Context: an optimization exercise on an open-source flow, tuned for small area and a short achievable clock period. The choices shown serve that exercise and are no tape-out recipe.
Where RTL was checked, it was by simulation tests only, not by an equivalence proof against the original.
Power figures rest on the tool's default switching activity, not on a simulated workload.

==> flow/design.v (excerpt) <==
module FourBitBP(
    input clk,
    input [2:0] branchID,
    input outcome,
    input reset,
    output reg miss
    );
Size: roughly 300 flip-flops, ~7 I/O pins, ~0.013 mm2 of cells after synthesis.
Settings: LEC_CHECK=0, ABC_AREA=1, CAP_MARGIN=20, CORE_MARGIN=2, CORE_UTILIZATION=40, CTS_BUF_LIST=sky130_fd_sc_hd__clkbuf_8 sky130_fd_sc_hd__clkbuf_16, CTS_CLUSTER_DIAMETER=70, CTS_CLUSTER_SIZE=15, SETUP_SLACK_MARGIN=3.7, SLEW_MARGIN=20; clock period 6.0 ns.
run.sh (not shown) runs the stock make flow with config.mk's settings and CLKGATE_MAP_FILE= SYNTH_SCRIPT=/design/flow/synth_recipe.tcl, a recipe that flattens the netlist after the stock synthesis.
The first run produced a clean layout.
Rerun with:
==> flow/config.mk (replaced) <==
export PLATFORM = sky130hd
export DESIGN_NAME = FourBitBP
export DESIGN_NICKNAME = FourBitBP
export VERILOG_FILES = /design/flow/design.v
export SDC_FILE = /design/flow/constraint.sdc
export NUM_CORES = 4
export LEC_CHECK = 0
export ABC_CLOCK_PERIOD_IN_PS = 2300
export CAP_MARGIN = 20
export CORE_MARGIN = 2
export CORE_UTILIZATION = 40
export SETUP_SLACK_MARGIN = 3.7
export SLEW_MARGIN = 20
Effect: The new run passed the timing, DRC and antenna checks; final cell count is lower by 10%; routed wire length shrinks by 1.1%; non-clock buffer count climbs by 41; via count is lower by 4.7%; flip-flop and latch count is unchanged.

== run A ==
FourBitBP again, from the RTL that the note above started with.
// FourBitBP
module FourBitBP(
    input clk,
    input [2:0] branchID,
    input outcome,
    input reset,
    output reg miss
    );
    reg [3:0] BHT [0:7];
    reg [1:0] Counters [0:127];
    reg       rst_r;             
    reg [2:0] bid_r;             
    reg [3:0] h_r;               
    reg [1:0] c_r;               
    reg       o_r;               
    reg       self_r;            
    wire [1:0] wd_r = rst_r ? 2'b00 :
                      {(c_r[1] & c_r[0]) | (o_r & (c_r[1] | c_r[0])),
                       (c_r[1] & ~c_r[0]) | (o_r & (c_r[1] | ~c_r[0]))};
    wire [7:0]  we_b;
    wire [15:0] we_h;
    wire [1:0]  cb [0:7];
    genvar b, j;
    generate
        for (b = 0; b < 8; b = b + 1) begin : g_rd
            assign we_b[b] = rst_r | (bid_r == b);
            assign cb[b] = (rst_r | (self_r & (bid_r == b))) ? wd_r :
                           Counters[{b[2:0], BHT[b]}];
        end
        for (j = 0; j < 16; j = j + 1) begin : g_weh
            assign we_h[j] = rst_r | (h_r == j);
        end
    endgenerate
    wire [1:0] c = cb[branchID];
    wire [3:0] h = BHT[branchID];
    always @(posedge clk) begin
        miss   <= ~reset & (c[1] ^ outcome);
        rst_r  <= reset;
        bid_r  <= branchID;
        h_r    <= h;
        c_r    <= c;
        o_r    <= outcome;
        self_r <= (h == {4{outcome}});
    end
    generate
        for (b = 0; b < 8; b = b + 1) begin : g_bht
            always @(posedge clk) begin
                if (reset)
                    BHT[b] <= 4'b0000;
                else if (branchID == b)
                    BHT[b] <= {BHT[b][2:0], outcome};
            end
            for (j = 0; j < 16; j = j + 1) begin : g_cnt
                always @(posedge clk) begin
                    if (we_b[b] & we_h[j])
                        Counters[b*16+j] <= wd_r;
                end
            end
        end
    endgenerate
endmodule
clock: 6.0 ns
lec_check: 0
abc_area: 1
cap_margin: 20
core_margin: 2
core_utilization: 40
cts_buf_list: sky130_fd_sc_hd__clkbuf_8
cts_cluster_diameter: 60
cts_cluster_size: 12
setup_slack_margin: 3.9
slew_margin: 20
Run A: done, clean on timing, DRC and antenna
#### Input delta (run B over run A)
Settings: ABC_AREA no longer set, was 1; CORE_UTILIZATION now 65, was 40; CTS_CLUSTER_DIAMETER no longer set, was 60; ABC_CLOCK_PERIOD_IN_PS now 2300, previously not set; CTS_BUF_LIST now sky130_fd_sc_hd__clkbuf_4, was sky130_fd_sc_hd__clkbuf_8; SETUP_SLACK_MARGIN now 3.7, was 3.9; CTS_CLUSTER_SIZE no longer set, was 12.
## What came out
Sort run B and run A by wire length of the first global-routing pass desc -> top: run A. Compared with run A, in run B power after layout +about 12%, count of clock buffers in the final design +83. The run showing the smaller area growth from synthesis to layout is run B. Fraction of layout cells with a size suffix above 1: run B vs run A up 11 points.
Relative to run B, the following input files were edited for run C:
Settings: CTS_BUF_LIST: sky130_fd_sc_hd__clkbuf_4 -> sky130_fd_sc_hd__clkbuf_4 sky130_fd_sc_hd__clkbuf_8; CORE_UTILIZATION: 65 -> 40; CTS_CLUSTER_SIZE: unset -> 30.
## What came out
Run C | stages: all done | timing, DRC, antenna: all pass. Across both runs, buffer share of cell area was higher for run C than for run B. Against run B, final area in run C rose by a few percent. Of run B and run C, the lower H-tree depth reported by CTS belongs to run C. Per the comparison of run C with run B, cell-internal power increased by 3.8% relative to the old numbers; worst endpoint data arrival time lost 100 ps. Run C vs. run B: worst hold slack went down by 12 ps. Summary: worst setup slack, run C worse than run B. Clock-buffer cell count shrinks by more than a quarter when moving from run B to run C. On number of stages on the worst setup path: between run B and run C, it ends up lower for run C.

Setup of run 1:
The RTL this note starts from:
==> flow/design.v <==
module FourBitBP(
    input clk,
    input [2:0] branchID,
    input outcome,
    input reset,
    output reg miss
    );
    reg [3:0] BHT [0:7];
    reg [1:0] Counters [0:127];
    reg       rst_r;             
    reg [2:0] bid_r;             
    reg [3:0] h_r;               
    reg [1:0] c_r;               
    reg       o_r;               
    reg       self_r;            
    wire [1:0] wd_r = rst_r ? 2'b00 :
                      {(c_r[1] & c_r[0]) | (o_r & (c_r[1] | c_r[0])),
                       (c_r[1] & ~c_r[0]) | (o_r & (c_r[1] | ~c_r[0]))};
    wire [7:0]  we_b;
    wire [15:0] we_h;
    wire [1:0]  cb [0:7];
    genvar b, j;
    generate
        for (b = 0; b < 8; b = b + 1) begin : g_rd
            assign we_b[b] = rst_r | (bid_r == b);
            assign cb[b] = (rst_r | (self_r & (bid_r == b))) ? wd_r :
                           Counters[{b[2:0], BHT[b]}];
        end
        for (j = 0; j < 16; j = j + 1) begin : g_weh
            assign we_h[j] = rst_r | (h_r == j);
        end
    endgenerate
    wire [1:0] c = cb[branchID];
    wire [3:0] h = BHT[branchID];
    always @(posedge clk) begin
        miss   <= ~reset & (c[1] ^ outcome);
        rst_r  <= reset;
        bid_r  <= branchID;
        h_r    <= h;
        c_r    <= c;
        o_r    <= outcome;
        self_r <= (h == {4{outcome}});
    end
    generate
        for (b = 0; b < 8; b = b + 1) begin : g_bht
            always @(posedge clk) begin
                if (reset)
                    BHT[b] <= 4'b0000;
                else if (branchID == b)
                    BHT[b] <= {BHT[b][2:0], outcome};
            end
            for (j = 0; j < 16; j = j + 1) begin : g_cnt
                always @(posedge clk) begin
                    if (we_b[b] & we_h[j])
                        Counters[b*16+j] <= wd_r;
                end
            end
        end
    endgenerate
endmodule
==> flow/config.mk <==
export PLATFORM = sky130hd
export DESIGN_NAME = FourBitBP
export DESIGN_NICKNAME = FourBitBP
export VERILOG_FILES = /design/flow/design.v
export SDC_FILE = /design/flow/constraint.sdc
export NUM_CORES = 4
export LEC_CHECK = 0
export ABC_CLOCK_PERIOD_IN_PS = 2300
export CAP_MARGIN = 20
export CORE_MARGIN = 2
export CORE_UTILIZATION = 40
export CTS_BUF_LIST = sky130_fd_sc_hd__clkbuf_4
export SETUP_SLACK_MARGIN = 3.7
export SLEW_MARGIN = 20
==> flow/constraint.sdc <==
create_clock -name core_clock -period 6.0 [get_ports {clk}]
set_input_delay 1.2000 -clock core_clock [delete_from_list [all_inputs] [get_ports {clk}]]
set_output_delay 1.2000 -clock core_clock [all_outputs]
set_load 0.01 [all_outputs]
The following lists how run 2 was set up differently from run 1:
Settings: ABC_AREA: unset -> 1; PLACE_DENSITY: unset -> 0.75; CTS_BUF_LIST: sky130_fd_sc_hd__clkbuf_4 -> sky130_fd_sc_hd__clkbuf_8; CTS_CLUSTER_SIZE: unset -> 15; CTS_CLUSTER_DIAMETER: unset -> 70; ABC_CLOCK_PERIOD_IN_PS: 2300 -> unset.
Notes after the runs:
Lower sequential share of layout area among run 2 and run 1: run 1
Run 2 against run 1: minimum clock period after layout went down; core outline area went down; fmax went up; share of synthesized area occupied by flip-flops and latches went up; highest ir drop seen on vdd went down.
Per the comparison of run 2 with run 1, post-route core utilization decreased 1.5 points, final hold slack shrank by 0.035 ns, transition time at the pin with the least slew margin +0.024 ns, pin count of the biggest net entering global routing decreased 28.
Going from run 1 to run 2, number of detailed-routing iterations run before antenna repair grows by 2.
Setup changes, run 2 to run 3
Settings: CTS_CLUSTER_SIZE now 16, was 15; CTS_BUF_LIST now sky130_fd_sc_hd__clkbuf_16, was sky130_fd_sc_hd__clkbuf_8; PLACE_DENSITY no longer set, was 0.75; CTS_CLUSTER_DIAMETER now 100, was 70.
[summary]
- Run 2 reports its worst setup path startpoint as branchID[0] while run 3 reports bid_r[0].
- Clock buffer count from CTS shrinks by a little under 10% when moving from run 2 to run 3.
- Run 3 vs. run 2: end-of-flow core utilization went up 0.67 points; total power went up about 8%; top fanout value on the critical path went up 10; final-layout worst hold slack went down 0.021 ns.
Relative to run 3, the following input files were edited for run 4:
Settings: changing CTS_BUF_LIST from sky130_fd_sc_hd__clkbuf_16 to sky130_fd_sc_hd__clkbuf_8; changing CTS_CLUSTER_DIAMETER from 100 to 70; changing CTS_CLUSTER_SIZE from 16 to 15; setting PLACE_DENSITY to 0.45 for the first time.
==> run summary <==
- Run 4: flow completed, timing, DRC and antenna clean
- Layout-stage area growth over the synthesis result ended up 1.2 points lower on run 4 than on run 3.
- Delta (run 4 minus run 3): utilization after layout now smaller, share of total power in the clock network now smaller, maximum fanout count along the critical path comparable.
- Of run 3 and run 4, the lower global-route usage over all layers belongs to run 3.
- Compared with run 3, run 4 shows met3 wire length that has gone up by a little under 10%.
- The run with more routed wire is run 4, not run 3.
- Against run 3, area of all placed cells without fillers in run 4 fell slightly.
- Run 4 vs run 3: net count reported at finish up slightly
- Least setup slack across all paths after layout: run 4 > run 3
- Between run 3 and run 4, insertion delay to the later sink of the worst-skew pair increased.
### run 4 -> run 5
Settings: a deleted PLACE_DENSITY that had been 0.45.
- From run 4 to run 5 the numbers moved as follows: final RePlAce weighted congestion rose by about 2.1%, routed wire length shows a reduction of 9.0%, total routing usage reported by global routing saw a decrease, clock buffer count from CTS dropped about 4%, layout overhead on the synthesized area moved down.
- In the reports for run 5 and run 4, the smaller total power belongs to run 5.
- Run 5 vs run 4: setup slack up in run 5
- Sum of met2 wire segment lengths after detailed routing of run 5 falls short of that of run 4 by a few percent.

alpha:
// FourBitBP: RTL as listed in full above, without the edits since
clock: 6.0 ns
lec_check: 0
abc_area: 1
cap_margin: 20
core_margin: 2
core_utilization: 40
cts_buf_list: sky130_fd_sc_hd__clkbuf_8
cts_cluster_diameter: 80
cts_cluster_size: 18
setup_slack_margin: 3.7
slew_margin: 20
> inputs changed (alpha -> beta)
# alpha
export LEC_CHECK = 0
export ABC_AREA = 1
export CAP_MARGIN = 20
export CORE_MARGIN = 2
export CORE_UTILIZATION = 40
export CTS_BUF_LIST = sky130_fd_sc_hd__clkbuf_8
export CTS_CLUSTER_DIAMETER = 80
export CTS_CLUSTER_SIZE = 18
export SETUP_SLACK_MARGIN = 3.7
export SLEW_MARGIN = 20
create_clock -name core_clock -period 6.0 [get_ports {clk}]
# beta
export LEC_CHECK = 0
export ABC_AREA = 1
export CAP_MARGIN = 20
export CORE_MARGIN = 2
export CORE_UTILIZATION = 40
export CTS_BUF_LIST = sky130_fd_sc_hd__clkbuf_4
export SETUP_SLACK_MARGIN = 3.7
export SLEW_MARGIN = 20
create_clock -name core_clock -period 6.0 [get_ports {clk}]
Findings:
- Min synthesis-to-layout area growth across alpha and beta: alpha
- Relative to alpha, the post-route worst setup slack of beta is lower by 0.11 ns.
- beta vs alpha, clock buffer and inverter area fraction after layout went up by 4.6 points.
- beta vs alpha — met3 capacity usage during global routing rose 1.3 points.
- [compare] base=alpha new=beta: final total power moved up, total detailed-routing wirelength moved up.
diff inputs: beta => gamma
# beta
export LEC_CHECK = 0
export ABC_AREA = 1
export CAP_MARGIN = 20
export CORE_MARGIN = 2
export CORE_UTILIZATION = 40
export CTS_BUF_LIST = sky130_fd_sc_hd__clkbuf_4
export SETUP_SLACK_MARGIN = 3.7
export SLEW_MARGIN = 20
create_clock -name core_clock -period 6.0 [get_ports {clk}]
# gamma
export LEC_CHECK = 0
export ABC_AREA = 1
export CAP_MARGIN = 20
export CORE_MARGIN = 2
export CORE_UTILIZATION = 40
export CTS_BUF_LIST = sky130_fd_sc_hd__clkbuf_8
export CTS_CLUSTER_DIAMETER = 70
export CTS_CLUSTER_SIZE = 14
export SETUP_SLACK_MARGIN = 3.7
export SLEW_MARGIN = 20
create_clock -name core_clock -period 6.0 [get_ports {clk}]
==> run summary <==
gamma: total number of nets in the final design 51 below beta. Fraction of layout instances using a drive strength above 1 sits lower in gamma than in beta. Number of buffers created by CTS was higher in the run labelled beta. beta leaves less setup margin than gamma.
Changes in delta relative to gamma:
# gamma
export LEC_CHECK = 0
export ABC_AREA = 1
export CAP_MARGIN = 20
export CORE_MARGIN = 2
export CORE_UTILIZATION = 40
export CTS_BUF_LIST = sky130_fd_sc_hd__clkbuf_8
export CTS_CLUSTER_DIAMETER = 70
export CTS_CLUSTER_SIZE = 14
export SETUP_SLACK_MARGIN = 3.7
export SLEW_MARGIN = 20
create_clock -name core_clock -period 6.0 [get_ports {clk}]
# delta
export LEC_CHECK = 0
export ABC_AREA = 1
export CAP_MARGIN = 20
export CORE_MARGIN = 2
export CORE_UTILIZATION = 40
export CTS_BUF_LIST = sky130_fd_sc_hd__clkbuf_8
export CTS_CLUSTER_DIAMETER = 70
export CTS_CLUSTER_SIZE = 15
export SETUP_SLACK_MARGIN = 3.55
export SLEW_MARGIN = 20
create_clock -name core_clock -period 6.0 [get_ports {clk}]
==> comparison <==
Worst slack at placement: delta vs gamma up 0.15 ns
delta ends up with lower setup slack of the critical path after layout than gamma does.
Top fanout value on the critical path delta for delta relative to gamma: 6 lower
Area of all sequential standard cells across delta and gamma: no real change.
From gamma to delta the numbers moved as follows: number of antenna violations at the first check in global routing saw a decrease, core occupancy in the finished layout decreased by 0.17 points relative to the old numbers.
For delta, the kind of critical path was flop to output port, unlike gamma, where it was primary input to flop.
Launching element of the worst setup path = branchID[0]: gamma; launching element of the worst setup path = miss: delta

// FourBitBP: RTL as listed in full above, without the edits since
clock: 6.0 ns
lec_check: 0
abc_area: 1
cap_margin: 20
core_margin: 2
core_utilization: 40
cts_buf_list: sky130_fd_sc_hd__clkbuf_8
cts_cluster_diameter: 60
cts_cluster_size: 12
setup_slack_margin: 3.7
slew_margin: 20
Change:
Settings changed: CAP_MARGIN 20 to 0, CTS_CLUSTER_DIAMETER 60 to 70, CTS_CLUSTER_SIZE 12 to 15, SLEW_MARGIN 20 to 0.
After rerunning: The new run finished with timing, DRC and antenna clean. Via count fell by 0.40%. Sequential cell count does not change. Register-to-register slack stays flat. Die area is unchanged. Utilization fell by 0.44 points. Worst setup slack gets worse by 40 ps. Count of clock-buffer cells in the layout fell by 6. Global-route usage fell by 0.10 points. Final area fell by 0.98%. Maximum frequency fell by 1.8%.

Another version of the RTL of FourBitBP (not shown whole).
For scale: roughly 1300 cells after synthesis, about 310 flip-flops, about 7 I/O pins, ~13000 sq um of cells after synthesis.
make LEC_CHECK=0 ABC_AREA=1 CAP_MARGIN=20 CORE_MARGIN=2 CORE_UTILIZATION=40 CTS_BUF_LIST=sky130_fd_sc_hd__clkbuf_8 CTS_CLUSTER_DIAMETER=70 CTS_CLUSTER_SIZE=15 SETUP_SLACK_MARGIN=3.8 SLEW_MARGIN=20 finish   # period 6.0 ns
The baseline completed without violations.
==> next run, changes <==
Settings changed: CTS_BUF_LIST sky130_fd_sc_hd__clkbuf_8 to sky130_fd_sc_hd__clkbuf_16, CTS_CLUSTER_DIAMETER 70 to 100, CTS_CLUSTER_SIZE 15 to 16, SETUP_SLACK_MARGIN 3.8 to 3.7.
After rerunning:
- The changed run produced a clean layout
- die area does not change
- register-to-register slack stays flat
- total power came out higher by 8.1%
- core utilization climbs by 0.55 points
- setup slack hardly moves
- cell count shrinks by 0.44%
- hold slack degrades by 0.0032 ns
- global-route usage barely changes
==> next run, changes <==
Settings changed: CTS_BUF_LIST sky130_fd_sc_hd__clkbuf_16 to sky130_fd_sc_hd__clkbuf_8, CTS_CLUSTER_DIAMETER 100 to 70, CTS_CLUSTER_SIZE 16 to 15.
Result:
- clock-buffer cell count climbs by 2
- critical path depth is lower by 11
- routed wire length rises by about 0.33%
- clock skew rises by 0.0041 ns
==> next run, changes <==
Settings changed: CTS_CLUSTER_DIAMETER 70 to 60, CTS_CLUSTER_SIZE 15 to 12.
Result: The new run produced a clean layout; clock skew went up by 0.014 ns; count of clock-buffer cells in the layout climbs by 9; via count goes up by about 0.4%.
Function was not checked in any run of this note: the RTL went through the layout flow alone.

re-timing with driven ports:
In the flow no input, the clock included, has a driving cell. The finished layouts below were timed again as built, in two steps.
Step 1 sets driving cells, clkbuf_16 on the clock port and buf_2 on the other inputs (assumed; they add their load-dependent delay and slew).
Step 2, shift: input delay + t, output delay - t, t = (earliest + latest rising clock arrival at the registers) / 2. This alone moves slack from input paths to output paths.
Slacks: ideal / step 1 / step 2; pairs: ideal / step 1.
run	t (ns)	setup slack, ns	hold slack, ns	pins driven straight from the clock port
the first run of note 1	0.570	3.721 / 3.694 / 3.125	0.513 / 0.513 / 0.513	1
the second run of note 1	0.602	3.565 / 3.542 / 2.940	0.566 / 0.566 / 0.566	1
run A	0.633	3.755 / 3.706 / 3.319	0.523 / 0.523 / 0.523	1
run B	0.704	3.582 / 3.587 / 2.883	0.572 / 0.572 / 0.572	1
run C	0.607	3.576 / 3.576 / 2.984	0.560 / 0.560 / 0.560	1
run 1	0.714	3.570 / 3.570 / 2.961	0.571 / 0.571 / 0.571	1
run 2	0.610	3.739 / 3.718 / 3.126	0.536 / 0.536 / 0.536	1
run 3	0.572	3.684 / 3.684 / 3.205	0.515 / 0.515 / 0.515	1
run 4	0.611	3.727 / 3.718 / 3.147	0.530 / 0.530 / 0.530	1
run 5	0.617	3.760 / 3.717 / 3.183	0.520 / 0.520 / 0.520	1
alpha	0.603	3.764 / 3.720 / 3.152	0.523 / 0.523 / 0.523	1
beta	0.728	3.651 / 3.604 / 3.026	0.512 / 0.512 / 0.512	1
gamma	0.605	3.762 / 3.721 / 3.123	0.518 / 0.518 / 0.518	1
delta	0.603	3.632 / 3.589 / 3.146	0.513 / 0.513 / 0.513	1
the first run of note 5	0.628	3.764 / 3.721 / 3.197	0.515 / 0.515 / 0.515	1
the second run of note 5	0.605	3.723 / 3.707 / 3.105	0.510 / 0.510 / 0.510	1
the first run of note 6	0.627	3.732 / 3.683 / 3.180	0.490 / 0.490 / 0.490	1
the second run of note 6	0.566	3.734 / 3.690 / 3.161	0.487 / 0.487 / 0.487	1
the third run of note 6	0.630	3.667 / 3.618 / 3.193	0.490 / 0.490 / 0.490	1
the fourth run of note 6	0.651	3.703 / 3.655 / 3.166	0.488 / 0.488 / 0.488	1
After both steps every run listed still meets setup and hold. The setup slack of run B, which loses most, moves by +0.005 ns with the drivers and by -0.699 ns with both steps.
